Source: an optimization exercise on an open RTL-to-GDS flow (aim: a short achievable clock period and few clock cycles per item). Production flows keep margins and buffers that such runs may drop.
Only simulation tests tie the RTL to the original design; equivalence was not proved.
Power is estimated from default activity; no workload was simulated.

## core
module core
(
    input clk,
    input ce,
    input reset,
    input [31:0] memout,
    output [31:0] memaddr,
    output memrd
);
Size in the first run: about 6900 cells after synthesis, roughly 68 I/O pins.
clock: 10.0 ns
lec_check: 0
cap_margin: 20
core_margin: 2
core_utilization: 48
place_density: 0.6
slew_margin: 20
synth_hierarchical: 1
synth_minimum_keep_size: 0
tns_end_percent: 100
standard.sh (not shown) runs the stock make flow with config.mk's settings and CLKGATE_MAP_FILE= SYNTH_SCRIPT=/design/flow/synth_recipe.tcl, a recipe that flattens the netlist after the stock synthesis.
==> flow/flow/run.sh <==
#!/bin/bash
set -euo pipefail
bash standard.sh SETUP_SLACK_MARGIN=6.2 MATCH_CELL_FOOTPRINT=0 finish > flow_make.log 2>&1
The baseline passed the timing, DRC and antenna checks.
Testbench counts at the start, summed over its fixed seeds: cycles 32,896, fetches 32,768.
==> next run, changes <==
Settings changed: CORE_UTILIZATION 48 to 55.
=> The new run went through all stages and came out clean. Global-route usage came out higher by 5.1 points. Synthesized cell count does not change. Final area barely changes. Count of clock-buffer cells in the layout came out lower by 24. Final cell count went down by 1.7%.
==> next run, changes <==
Settings changed: CORE_UTILIZATION 55 to 40.
Wire length came out lower by 1.2%; fmax came out higher by 1.3%; flip-flop and latch count stays the same; clock-buffer cell count came out higher by 8; total power stays flat; final area barely changes; worst setup slack is better by 0.057 ns; via count came out lower by 4.4%; cell count came out higher by 6.1%; die area came out higher by 37%; area after synthesis is unchanged.


## wip/harbor
core, a different RTL version from the one above (not shown whole).
Size: ~68 I/O pins, about 75000 sq um of cells after synthesis.
## core
module core
(
    input clk,
    input ce,
    input reset,
    input [31:0] memout,
    output [31:0] memaddr,
    output memrd
);
export LEC_CHECK = 0
export CAP_MARGIN = 20
export CORE_MARGIN = 2
export CORE_UTILIZATION = 40
export PLACE_DENSITY = 0.6
export SLEW_MARGIN = 20
export SYNTH_HIERARCHICAL = 1
export SYNTH_MINIMUM_KEEP_SIZE = 0
export TNS_END_PERCENT = 100
create_clock -name core_clock -period 10.0 [get_ports {clk}]
Scripts as last shown in full above: flow/flow/run.sh
Testbench counts of wip/harbor, summed over its fixed seeds: cycles 32,896, fetches 32,768.
Input changes introduced in wip/umber (baseline for comparison: wip/harbor):
Settings: CORE_UTILIZATION: 40 -> 48.
--- outcome ---
Sort wip/harbor and wip/umber by tapcell count asc -> top: wip/umber. Between wip/harbor and wip/umber, count of TritonRoute iterations in the first routing pass is higher for wip/harbor, wip/umber comes in under that. Compared to wip/harbor, wip/umber has initial antenna violation count 3 higher. Endpoint of the most critical setup path = alt_r[16]: wip/harbor; endpoint of the most critical setup path = regs[28][28]: wip/umber.


Setup of before:
Another version of the RTL of core (not shown whole).
Size: ~4700 cells after synthesis, about 68 I/O pins, ~0.061 mm^2 of cells after synthesis.
clock: 10.0 ns
lec_check: 0
cap_margin: 20
core_margin: 2
core_utilization: 40
place_density: 0.6
slew_margin: 20
synth_hierarchical: 1
synth_minimum_keep_size: 0
tns_end_percent: 100
Scripts as last shown in full above: flow/flow/run.sh
before did not stop at any stage, and its layout met the timing, DRC and antenna checks.
Testbench counts of before, summed over its fixed seeds: cycles 32,896, fetches 32,768.
Edits applied to the flow inputs when going from before to after:
Settings: setting SETUP_SLACK_MARGIN to 5 for the first time.
==> flow/run.sh (new file) <==
#!/bin/bash
# synth_recipe.tcl (not shown) runs the flow's synth.tcl, then flattens the netlist and writes it again
# the make line also repeats each setting of config.mk as NAME=value (left out here)
make -C /OpenROAD-flow-scripts/flow DESIGN_CONFIG=/design/flow/config.mk WORK_HOME=/design/flow/orfs CLKGATE_MAP_FILE= SYNTH_SCRIPT=/design/flow/synth_recipe.tcl finish
removed: flow/flow/run.sh
removed: flow/standard.sh
--- outcome ---
Taking before as the reference, in after post-CTS setup-driven buffer insertion count shrank by about 70%; count of non-filler cells in the finished layout shrank by 267. Looking at count of clock-buffer cells in the layout, after sits above before. Re die extent in x: no difference whatsoever between before and after. Lower internal power summed over all cells was reported by after, not before. Compared with before, after shows a clock network power share that is 2.1 points higher. Of the two values seen for area-dominant cell class after layout, multi-input combinational cells was produced by before and sequential cells by after. Run comparison: after slowest cell on the critical path sky130_fd_sc_hd__clkdlybuf4s50_1; before slowest cell on the critical path sky130_fd_sc_hd__nand4_1.

## port drivers added, routing unchanged
The flow's constraints put no driver on any port. The routed layouts listed below were extracted and timed again, unchanged, in two steps.
Step 1 assumes that a clkbuf_16 drives the clock port and a buf_2 every other input.
Step 2 also shifts input and output timing later by t, the mid clock arrival at the registers, as if the neighbouring blocks saw the same clock.
Three values: ideal ports, drivers, drivers and shift; two values: the first two.
run	t, ns	setup WS [ns]	worst slew at a driven data input, ns
the first run of note 1	0.863	5.708 / 5.637 / 4.890	0.08
the second run of note 1	0.830	5.598 / 5.519 / 4.829	0.07
the third run of note 1	0.850	5.655 / 5.582 / 4.844	0.07
wip/harbor	0.867	5.651 / 5.604 / 4.810	0.08
wip/umber	0.851	5.658 / 5.667 / 4.816	0.09
before	0.837	5.304 / 5.334 / 4.497	0.21
after	0.847	4.978 / 5.027 / 4.180	0.17
After both steps every run listed still meets setup and hold. The setup slack of wip/umber, which loses most, moves by +0.009 ns with the drivers and by -0.842 ns with both steps.
